This is an optimization exercise on Yosys and OpenROAD, whose aim is small area, a short achievable clock period and few clock cycles, not a production implementation. Only the layout flow was run in this run; the RTL was not checked for function there. Power and IR drop assume default switching activity.

==> design/flow/design.v <==
module ALUb
	(output wire [7:0] Result,
	 output wire [3:0] NZVC,
	 input  wire [7:0] A, B,
	 input  wire y_b, y_nb, y_one, cin, pen, gen, arith, cinv);
	wire [7:0] Y = (B & {8{y_b}}) | (~B & {8{y_nb}}) | {8{y_one}};
	wire [7:0] p = A ^ Y;
	wire [7:0] g = A & Y;
	wire [8:0] c;
	assign c[0] = cin;
	genvar i;
	generate for (i = 0; i < 8; i = i + 1) begin : chain
		assign c[i+1] = (g[i] & arith) | (p[i] & c[i]);
	end endgenerate
	wire [7:0] lr = (p & {8{pen}}) ^ (g & {8{gen}});
	assign Result = lr ^ c[7:0];
	wire zsum = (p == {A[6:0] | Y[6:0], cin});
	wire z = arith ? zsum : (lr == 8'd0);
	assign NZVC = {Result[7], z, c[8] ^ c[7], c[8] ^ cinv};
endmodule
module cpu
	(output wire [7:0] address,
	 output wire [7:0] to_memory,
	 output wire write,
	 input  wire [7:0] from_memory,
	 input  wire clk, reset);
	reg s_op, s_imm, s_dld, s_dst, s_br, s_ld1, s_ld2, s_wr;
	reg [7:0] A, B, AR, RP;
	reg [3:0] F;           
	reg [3:0] irl;         
	reg aluv, fast, cap, pv, bad;
	wire [7:0] d = from_memory;
	assign address = AR;
	assign write = s_wr;
	assign to_memory = irl[0] ? B : A;
	wire ar_io = &AR[7:5];
	wire rp_io = &RP[7:5];
	wire ar_fastok = ~ar_io & (AR[6:0] != 7'h7F) & (AR != 8'hDF);
	wire rp_fastok = ~rp_io & (RP[6:0] != 7'h7F) & (RP != 8'hDF);
	wire same_rg = (AR[7] == RP[7]) & (ar_io == rp_io);
	wire wants = s_op | s_imm | s_dld | s_dst | s_br;
	wire avail = fast | cap | ar_io;
	wire consume = wants & avail;
	wire op_alu = d[6];
	wire op_imm = d[7] & ~d[4] & ~d[0];
	wire op_dld = d[7] & ~d[4] & d[0];
	wire op_dst = d[7] & d[4];
	wire op_br  = d[5];
	wire op_valid = ((d[7:4] == 4'h4) & (d[3:0] >= 4'h2) & (d[3:0] <= 4'hD)) |
	                (d == 8'h86) | (d == 8'h88) | (d == 8'h87) | (d == 8'h89) |
	                (d == 8'h96) | (d == 8'h97) |
	                ((d[7:4] == 4'h2) & (d[3:0] <= 4'h8));
	reg taken;
	always @(*) begin
		case (irl)
			4'h0: taken = 1'b1;
			4'h1: taken = F[3];
			4'h2: taken = ~F[3];
			4'h3: taken = F[2];
			4'h4: taken = ~F[2];
			4'h5: taken = F[1];
			4'h6: taken = ~F[1];
			4'h7: taken = F[0];
			default: taken = ~F[0];
		endcase
	end
	wire [3:0] o = d[3:0];
	wire dsub = (o == 4'h3);
	wire dinc = (o == 4'h6) | (o == 4'h7);
	wire ddec = (o == 4'h8) | (o == 4'h9);
	wire dadd = (o == 4'h2) | (o == 4'hD);
	wire dand = (o == 4'h4);
	wire dor  = (o == 4'h5);
	wire dnot = (o == 4'hB) | (o == 4'hC);
	reg c_yb, c_ynb, c_yone, c_cin, c_pen, c_gen, c_arith, c_cinv, alu_to_b;
	always @(posedge clk) begin
		c_yb    <= dadd | dand | dor | (o == 4'hA);
		c_ynb   <= dsub;
		c_yone  <= ddec | dnot;
		c_cin   <= dsub | dinc;
		c_pen   <= ~dand;
		c_gen   <= dand | dor;
		c_arith <= dadd | dsub | dinc | ddec;
		c_cinv  <= dsub | ddec;
		alu_to_b <= (o == 4'h7) | (o == 4'h9) | (o == 4'hC) | (o == 4'hD);
	end
	wire [7:0] alu_r;
	wire [3:0] alu_f;
	ALUb alu (.Result(alu_r), .NZVC(alu_f), .A(A), .B(B),
	          .y_b(c_yb), .y_nb(c_ynb), .y_one(c_yone), .cin(c_cin), .pen(c_pen),
	          .gen(c_gen), .arith(c_arith), .cinv(c_cinv));
	wire ld_now = (s_imm & consume) | (s_ld1 & ar_io) | s_ld2;
	wire ld_b = ~irl[1];
	wire ret = s_wr | (s_ld1 & ar_io) | s_ld2;
	wire clob = s_wr & same_rg;
	wire pv_eff = pv & ~clob;
	wire hold = s_ld1 & ~ar_io & ~(same_rg & pv);
	wire sel_d = consume & (s_dld | s_dst | (s_br & taken));
	wire use_rp = s_ld1 | s_ld2 | s_wr;
	wire step_a = fast | ~avail;
	wire inc = use_rp ? (ret & (pv ? (pv_eff & rp_fastok) : 1'b1)) :
	           (wants & (~step_a | ar_fastok));
	wire [7:0] base = use_rp ? RP : AR;
	wire [7:0] base1 = base + 8'd1;
	wire [7:0] nxt = sel_d ? d : hold ? AR : inc ? base1 : base;
	always @(posedge clk or negedge reset) begin
		if (!reset) begin
			A <= 8'd0; B <= 8'd0; F <= 4'd0; AR <= 8'd0;
			aluv <= 1'b0; fast <= 1'b0; cap <= 1'b0; bad <= 1'b0;
			s_op <= 1'b1; s_imm <= 1'b0; s_dld <= 1'b0; s_dst <= 1'b0;
			s_br <= 1'b0; s_ld1 <= 1'b0; s_ld2 <= 1'b0; s_wr <= 1'b0;
		end else begin
			if (aluv) begin
				F <= alu_f;
				if (alu_to_b) B <= alu_r; else A <= alu_r;
			end
			if (ld_now) begin
				if (ld_b) B <= d; else A <= d;
			end
			aluv <= consume & s_op & op_alu;
			AR <= nxt;
			if (ret) begin
				fast <= pv_eff & rp_fastok;
				cap <= pv_eff & ~rp_fastok;
			end else if (wants) begin
				fast <= ~sel_d & step_a & ar_fastok;
				cap <= ~sel_d & step_a & ~ar_fastok;
			end
			bad <= consume & s_op & ~op_valid;
			s_op  <= ~bad & ((s_op & ~(consume & ~op_alu)) | (consume & (s_imm | s_br)) |
			                 ret);
			s_imm <= ~bad & ((s_imm & ~consume) | (s_op & consume & op_imm));
			s_dld <= ~bad & ((s_dld & ~consume) | (s_op & consume & op_dld));
			s_dst <= ~bad & ((s_dst & ~consume) | (s_op & consume & op_dst));
			s_br  <= ~bad & ((s_br & ~consume) | (s_op & consume & op_br));
			s_ld1 <= ~bad & s_dld & consume;
			s_ld2 <= ~bad & s_ld1 & ~ar_io;
			s_wr  <= ~bad & s_dst & consume;
		end
	end
	always @(posedge clk) begin
		if (consume && s_op) irl <= d[3:0];
		if (consume && (s_dld || s_dst)) begin
			RP <= AR;
			pv <= fast;
		end
	end
endmodule
==> design/flow/run.sh <==
#!/bin/bash
# synth_recipe.tcl (not shown) runs the flow's synth.tcl, then flattens the netlist and writes it again
# the make line also repeats each setting of config.mk as NAME=value (left out here)
make -C /OpenROAD-flow-scripts/flow DESIGN_CONFIG=/design/flow/config.mk WORK_HOME=/design/flow/orfs CLKGATE_MAP_FILE= SYNTH_SCRIPT=/design/flow/synth_recipe.tcl finish
==> design/flow/config.mk <==
export PLATFORM = sky130hd
export DESIGN_NAME = cpu
export DESIGN_NICKNAME = cpu
export VERILOG_FILES = /design/flow/design.v
export SDC_FILE = /design/flow/constraint.sdc
export NUM_CORES = 4
export LEC_CHECK = 0
export CAP_MARGIN = 20
export CORE_MARGIN = 2
export CORE_UTILIZATION = 40
export SETUP_SLACK_MARGIN = 5.0
export SLEW_MARGIN = 20
==> design/flow/constraint.sdc <==
create_clock -name core_clock -period 8.0 [get_ports {clk}]
set_input_delay 1.6000 -clock core_clock [delete_from_list [all_inputs] [get_ports {clk}]]
set_output_delay 1.6000 -clock core_clock [all_outputs]
set_load 0.01 [all_outputs]
==> results.txt <==
==> power by group through the flow <==
| stage | sequential (mW) | combinational, mW | clock, mW |
|---|---|---|---|
| 6_report | 0.563 | 0.955 | 0.259 |
| 5_1_grt | 0.580 | 1.06 | 0.280 |
| 4_1_cts | 0.564 | 0.913 | 0.263 |
| 3_5_place_dp | 0.583 | 0.885 | 0 |
| 3_3_place_gp | 0.581 | 0.875 | 0 |
| 2_1_floorplan | 0.525 | 0.679 | 0 |
==> repair_timing <==
item / CTS / global route
cloned: 0 / 1
endpoints found under the setup margin: 15 / 19
buffers inserted: 4 / 6
hold buffers: 0 / 0
gates resized for setup: 21 / 38
==> metal layers <==
layer | routed length, um | vias up | GRT usage [%]
met5 | 0 | - | 0
met4 | 157 | 0 | 5.68
met3 | 700 | 13 | 5.02
met2 | 5200 | 102 | 30.5
met1 | 5600 | 1843 | 30.5
li1 | - | 1847 | -
==> worst min-delay path by stage <==
stage / from / end / slack (ns) / cells after the start
after floorplan: F[0] / F[0] / 0.48 / 2
after global placement: F[0] / F[0] / 0.53 / 2
after detailed placement: F[0] / F[0] / 0.53 / 2
after CTS: F[0] / F[0] / 0.55 / 2
after global routing: AR[4] / RP[4] / 0.55 / 0
final: AR[4] / RP[4] / 0.53 / 0
==> metrics by stage <==
stage / cells / cell area, um2 / setup slack [ns] / util [%] / hold WS [ns]
after floorplan: 504 / 4290 / 5.39 / - / 0.481
after global placement: 639 / 4580 / 4.70 / 44.2 / 0.529
after detailed placement: 639 / 4580 / 4.66 / 44.2 / 0.530
after CTS: 659 / 4810 / 4.89 / 46.4 / 0.548
after global routing: 666 / 4900 / 4.87 / 47.3 / 0.546
final: 666 / 4900 / 4.96 / 47.3 / 0.530
==> state kept, by name (all words and copies together), names as in the netlist, 4 cells and up <==
name	flops
AR	8
A	8
B	8
RP	8
F	4
irl	4
==> cell type report <==
type | count | area (um2) | share of cell area [%]
clock buffers | 10 | 138 | 2.81
clock inverters | 6 | 45.0 | 0.919
inverters | 21 | 78.8 | 1.61
multi-input cells | 393 | 2530 | 51.5
flip-flops and latches | 62 | 1580 | 32.3
well taps | 136 | 170 | 3.47
repair buffers | 38 | 362 | 7.37
==> cell usage in the layout (no fill, tap or decap), types with 12 or more instances in the layout <==
cell              n
ha_1             17
dfrtp_1          30
xnor2_1          12
o21ai_0          29
nor2_1           33
a21oi_1          19
nand2_1          78
nand2b_1         14
nor2b_1          16
xor2_1           12
clkdlybuf4s50_1  13
inv_1            20
nor3_1           14
edfxtp_1         13
==> cells by family after synthesis <==
| logic type | share of synthesized area (%) |
|---|---|
| muxes | 3.39 |
| buffers and inverters | 4.99 |
| xor gates and xnor gates | 5.11 |
| DFF | 36.7 |
| AOI/OAI and AO/OA | 19.4 |
| and+or+nand+nor | 25.5 |
| adders and majority gates | 4.96 |
==> qor.yml <==
timing:
  tightest_slew_ns: 1.12
  slew_violations: 0
  slew_headroom_pct: 25.2
  finalCriticalPeriod_ns: 3.04
  post-route-period-util_pct: 38.0
  setup_violations: 0
  setup_tns_ns: 0
  final-hold-violation-count: 0
  skew_ns: 0.00976
  max_freq_mhz: 329
  rsz0062_at_grt: "yes"
yosys:
  yosys_warnings: 1
  syn_avg_cell_area_um2: 8.50
  synth_area_leaders: "dfrtp_1 23%, edfxtp_1 9.1%, nand2_1 7.0%, ha_1 5.0%, dfxtp_1 4.2%"
  ys.flop_type: "dfrtp_1"
  syn-cell-area_um2: 4290
  yosysSeqAreaShare_pct: 36.7
  synth_edf_count: 13
  synth_commonest_cells: "80 x nand2_1, 39 x dfrtp_1, 34 x o21ai_0, 33 x nor2_1, 20 x inv_1"
  synth.net_count: 531
  syn_inst: 504
  ys_ff_latch: 62
  synth-async-reset-ratio_pct: 64.5
  yosysUniqueCellTypes: 68
  synth_most_common_cell: "nand2_1"
  yosys.area.top_type_share_pct: 22.8
  synth_area_leader_cell: "dfrtp_1"
power_and_ir_drop:
  p_sw_mw: 0.792
  power_frac_comb_pct: 53.8
  p_leak_nw: 2.03
  netSwitchingFraction_pct: 44.6
  powerDensity_nw_per_um2: 362
  internal-power_mw: 0.984
  clkPwrFrac_pct: 14.6
  vdd_drop_max_mv: 0.172
  total_power_mw: 1.78
  seqPwrFrac_pct: 31.7
worst_hold_path:
  min_path_type: "flip-flop to flip-flop"
setup_path:
  crit_path_end_kind: "primary output"
  reg2reg_depth: 11
  setup.worst_path.start: "irl[0]"
  ff2ff_setup_slack_ns: 5.22
  startpoint_type: "flip-flop"
  critPathArrivalTime_ns: 1.44
  path_max_fanout: 10
  critPathSlowestCell: "edfxtp_1"
  r2r-start: "c_ynb"
  cp.buffers_inverters: 2
  endpoint: "to_memory[5]"
  crit_chain: "buf_4 -> o21ai_0 -> clkdlybuf4s15_1"
  reg2reg_to: "B[7]"
  cpLargestDelayFamily: "buffers and inverters"
  setup.worst_path.class: "flip-flop to primary output"
  worstPathRequired_ns: 6.40
  slowest_delay_ns: 0.46
  crit_cells: 3
die:
  core_region_area_um2: 10400
  num_rows: 37
  ios: 27
  die_w_um: 108
  start_util_pct: 41.3
  fp.dieArea_um2: 11600
  die_h_um: 108
clock_tree:
  clk_path_buf_depth: 2
  clk_latency_ns: 0.35
  cts_htree_levels: 3
  clk_pin_slew_ns: 0.08
  cts_root_buffer: "clkbuf_8"
  cts_tree: "yes"
  cts_buffers: 9
  cts_sinks: 62
final_layout:
  synthToLayoutAreaGrowth_pct: 14.4
  antenna_cells: 0
  fillers: 1021
  drive_gt1_share_pct: 13.0
  nets: 552
global_route:
  grt_antenna_before_repair: 0
  grt_pass1_vias: 3624
  grt_util_all_layers_pct: 20.8
  grt_pass1_wl_um: 18800
  grt_max_degree: 41
  grt-ovfl-total: 0
placement:
  place.gp.congestion: 0.828
  place_hpwl_um: 8090
  io_buffers: 26
routing:
  drt_iter0_drc: 298
  routed_wirelength_um: 11700
  drtPass1Iterations: 5
  ant_nets: 0
  num_vias: 3805
  wl_per_cell_um: 17.5
  vias_per_cell: 5.71
  drc: 0
outcome:
  outcome: "complete, no violations"
flow_run:
  max_cap_violations: 0

==> what the ideal ports hide <==
Ports are ideal in the flow. The routed layout listed here was re-timed in OpenROAD. Step 1 (the two cells are an assumption about what drives the block):
set clk [get_ports {clk}]
set_driving_cell -lib_cell sky130_fd_sc_hd__clkbuf_16 $clk
set_driving_cell -lib_cell sky130_fd_sc_hd__buf_2 [delete_from_list [all_inputs] $clk]
Step 2 adds t to the input delays and takes it off the output delays; t is the mean of the earliest and latest rising clock arrival at the registers after step 1. Input paths then give back, and output paths get back, about the clock's delay inside the block. a / b / c = ideal ports / drivers / drivers and shift; a / b = the first two.
shift t [ns]: 0.371
setup WS [ns]: 4.956 / 4.925 / 4.824
hold WS [ns]: 0.530 / 0.530 / 0.530
worst setup path after step 2: input to register
latest minus earliest clock arrival (ns): 0.010 / 0.010
After both steps setup and hold are still met in this run. The setup slack of this run moves by -0.031 ns with the drivers and by -0.132 ns with both steps.
